Context: an optimization exercise on an open-source flow, tuned for small area. The choices shown serve that exercise and are no tape-out recipe.
Only simulation tests tie the RTL to the original design; equivalence was not proved.
No activity file was given, so power comes from the tool's default toggle rates.

== run A ==
Design rv16_core, start of the top module:
module rv16_core (
    input         clk,
    input         rst,
    output [15:0] imem_addr,
    input  [31:0] imem_rdata,
    output [15:0] dmem_addr,
    output [15:0] dmem_wdata,
    output        dmem_we,
    output        dmem_re,
    input  [15:0] dmem_rdata
);
    wire [31:0] i = imem_rdata;
    wire [4:0]  rd  = i[11:7];
    wire [2:0]  f3  = i[14:12];
    wire [4:0]  rs1 = i[19:15];
    wire [4:0]  rs2 = i[24:20];
    wire op_r   = i[6:0] == 7'b0110011;
    wire op_i   = i[6:0] == 7'b0010011;
    wire op_ld  = i[6:0] == 7'b0000011;
    wire op_st  = i[6:0] == 7'b0100011;
    wire op_br  = i[6:0] == 7'b1100011;
    wire op_jal = i[6:0] == 7'b1101111;
    reg  [15:1] pc;
    reg  [15:0] rf [1:31];
    wire [15:0] a, b;
    wire [31:1] sel_a0, sel_a1, sel_b0, sel_b1, we0, we1;
    wire [3:0] lo_a_n, lo_b_n, lo_w_n;
    wire [7:0] hi_a_n, hi_b_n, hi_w_n;
    wire       wen;
    genvar gk, gj;
    generate
  ...
Size in the first run: roughly 1600 cells after synthesis, ~510 flip-flops, about 100 I/O pins, ~23000 sq um of cells after synthesis.
==> flow/config.mk <==
export PLATFORM = sky130hd
export DESIGN_NAME = rv16_core
export DESIGN_NICKNAME = rv16_core
export VERILOG_FILES = /design/flow/design.v
export SDC_FILE = /design/flow/constraint.sdc
export NUM_CORES = 4
export LEC_CHECK = 0
export CAP_MARGIN = 20
export CORE_MARGIN = 2
export CORE_UTILIZATION = 50
export CTS_CLUSTER_DIAMETER = 100
export CTS_CLUSTER_SIZE = 30
export SLEW_MARGIN = 20
export SYNTH_HIERARCHICAL = 1
export SYNTH_MINIMUM_KEEP_SIZE = 0
==> flow/constraint.sdc <==
create_clock -name core_clock -period 11.0 [get_ports {clk}]
set_input_delay 2.2000 -clock core_clock [delete_from_list [all_inputs] [get_ports {clk}]]
set_output_delay 2.2000 -clock core_clock [all_outputs]
set_load 0.01 [all_outputs]
standard.sh (not shown) runs the stock make flow with config.mk's settings and CLKGATE_MAP_FILE= SYNTH_SCRIPT=/design/flow/synth_recipe.tcl, a recipe that flattens the netlist after the stock synthesis.
==> flow/flow/run.sh <==
#!/bin/bash
# The standard layout, with the smallest buffer on the ports.
set -euo pipefail
bash standard.sh BUFFER_PORTS_ARGS="-buffer_cell sky130_fd_sc_hd__buf_1" finish > make.log 2>&1
The following lists how run B was set up differently from run A:
Settings: CORE_UTILIZATION: 50 -> 60.
## What came out
- Total core area was higher in the run labelled run A.
- Per the comparison of run B with run A, number of failing hold endpoints at the final stage has remained practically unchanged; CTS buffer count has decreased; share of power burned in registers has increased; area overhead of the layout relative to synthesis has decreased.
- Compared to run A, the router laid down less metal wire for run B.
- The lower wire length of the first global-routing pass came out of run B.
- The power in the clock group reported for run B is smaller than that of run A by about 6%.
- In the tables for run B and run A, post-layout utilization of the core reads higher with run B.
- Design area ended up about 0.9% lower on run B than on run A.
- [run B vs run A] routed via count: higher in run B
## Diff of input files: run C against run B
==> flow/flow/run.sh <==
#!/bin/bash
# The standard layout, with the smallest buffer on the ports and no dummy
# loads in the clock tree.
set -euo pipefail
bash standard.sh BUFFER_PORTS_ARGS="-buffer_cell sky130_fd_sc_hd__buf_1" \
  CTS_ARGS="-sink_clustering_enable -repair_clock_nets -sink_clustering_size 30 -sink_clustering_max_diameter 100 -dont_use_dummy_load" \
  finish > make.log 2>&1
--- outcome ---
Run C: PASS, flow complete, no timing, DRC or antenna violations
Share of total power in the clock network (lower): run C
| sequential share of cell area | higher: run C |
Run C consumes less power than run B does.
Going from run B to run C, the growth of design area from synthesis to finish was found to have gone down by 0.28 points.
Min internal cell power across run B and run C: run C
Going from run B to run C, first-pass GRT wire length level; clock power went down; achievable clock frequency flat.
Run C ended up with a lower final worst hold slack than run B did.
Run C has minimum clock period above what run B had.

========
== the previous run ==
Another version of the RTL of rv16_core (not shown whole).
For scale: about 1500 cells after synthesis, ~510 flip-flops, ~100 I/O pins, about 0.022 mm² of cells after synthesis.
==> flow/config.mk <==
export PLATFORM = sky130hd
export DESIGN_NAME = rv16_core
export DESIGN_NICKNAME = rv16_core
export VERILOG_FILES = /design/flow/design.v
export SDC_FILE = /design/flow/constraint.sdc
export NUM_CORES = 4
export LEC_CHECK = 0
export CAP_MARGIN = 0
export CORE_MARGIN = 2
export CORE_UTILIZATION = 40
export CTS_CLUSTER_DIAMETER = 100
export CTS_CLUSTER_SIZE = 30
export SLEW_MARGIN = 0
export SYNTH_HIERARCHICAL = 1
export SYNTH_MINIMUM_KEEP_SIZE = 0
==> flow/constraint.sdc <==
create_clock -name core_clock -period 11.0 [get_ports {clk}]
set_input_delay 2.2000 -clock core_clock [delete_from_list [all_inputs] [get_ports {clk}]]
set_output_delay 2.2000 -clock core_clock [all_outputs]
set_load 0.01 [all_outputs]
==> flow/flow/run.sh <==
#!/bin/bash
# The standard layout, with the smallest buffer on the ports.
set -euo pipefail
bash standard.sh BUFFER_PORTS_ARGS="-buffer_cell sky130_fd_sc_hd__buf_1" finish > make.log 2>&1
The flow did not stop early for the previous run: all stages ran, and the layout cleared the timing, DRC and antenna checks.
Modified inputs, the current run compared to the previous run
- CAP_MARGIN now 20, was 0
- SLEW_MARGIN now 20, was 0
## What came out
- The current run finished every step from synthesis to the final layout, and the layout passed the timing, DRC and antenna checks.
- From the previous run to the current run the numbers moved as follows: final cell count essentially unchanged, final-report hold violation count essentially unchanged, design area essentially unchanged.
- The previous run → the current run: worst-case setup margin in the final layout shrank by 0.027 ns; number of antenna violations at the first check in global routing grew by 1.

========
Setup of the reference run:
rv16_core, a different RTL version from the one above (not shown whole).
For scale: about 100 I/O pins, roughly 23000 sq um of cells after synthesis.
export LEC_CHECK = 0
export CAP_MARGIN = 20
export CORE_MARGIN = 2
export CORE_UTILIZATION = 40
export CTS_CLUSTER_DIAMETER = 100
export CTS_CLUSTER_SIZE = 30
export SLEW_MARGIN = 20
export SYNTH_HIERARCHICAL = 1
export SYNTH_MINIMUM_KEEP_SIZE = 0
create_clock -name core_clock -period 11.0 [get_ports {clk}]
run.sh (not shown) runs the stock make flow with config.mk's settings and CLKGATE_MAP_FILE= SYNTH_SCRIPT=/design/flow/synth_recipe.tcl, a recipe that flattens the netlist after the stock synthesis.
Stock flow here: none of the scripts above is used.
> inputs changed (the reference run -> the trial run)
Settings: removing CTS_CLUSTER_SIZE (formerly 30); removing CTS_CLUSTER_DIAMETER (formerly 100).
### Flow results
- The trial run: all stages complete, timing, DRC and antenna checks passed
- The reference run was carried through to the last stage, and its layout satisfied the timing, DRC and antenna checks.
- Delta (the trial run minus the reference run): final non-filler cell area went up; sequential share of layout area lower; first-pass GRT wire length rose by 1.1%; wire length higher; number of CTS-inserted buffers higher.
- Of the reference run and the trial run, the run reporting the lower initial DRC count was the reference run.

## re-timing with driven ports
The results above use ideal ports. As a check the final layouts listed here were re-extracted and re-timed, cells and wires unchanged.
Step 1: set_driving_cell puts a clkbuf_16 on clk and a buf_2 on each other input, an assumption about the parent block.
Step 2 times the ports against the registers' clock, not the clock port: input delays grow and output delays shrink by t, the midpoint of the rising clock arrivals with the driver on.
Slacks: no drivers / after step 1 / after step 2; pairs: no drivers / after step 1.
run	t (ns)	setup WS [ns]	hold WS [ns]	clock arrival spread, ns
run A	0.646	0.386 / 0.359 / 0.359	0.694 / 0.694 / 0.694	0.052 / 0.052
run B	0.633	0.380 / 0.340 / 0.340	0.688 / 0.688 / 0.688	0.031 / 0.031
run C	0.619	0.377 / 0.339 / 0.339	0.680 / 0.680 / 0.680	0.048 / 0.048
the previous run	0.635	0.965 / 0.942 / 0.942	0.763 / 0.763 / 0.763	0.024 / 0.024
the current run	0.653	0.938 / 0.904 / 0.904	0.756 / 0.756 / 0.756	0.025 / 0.025
the reference run	0.637	0.334 / 0.307 / 0.307	0.681 / 0.681 / 0.681	0.033 / 0.033
the trial run	0.651	0.298 / 0.270 / 0.270	0.675 / 0.675 / 0.675	0.024 / 0.024
After both steps every run listed still meets setup and hold. For run B, which loses most, drivers alone change the setup slack by -0.040 ns; drivers and shift together by -0.040 ns.
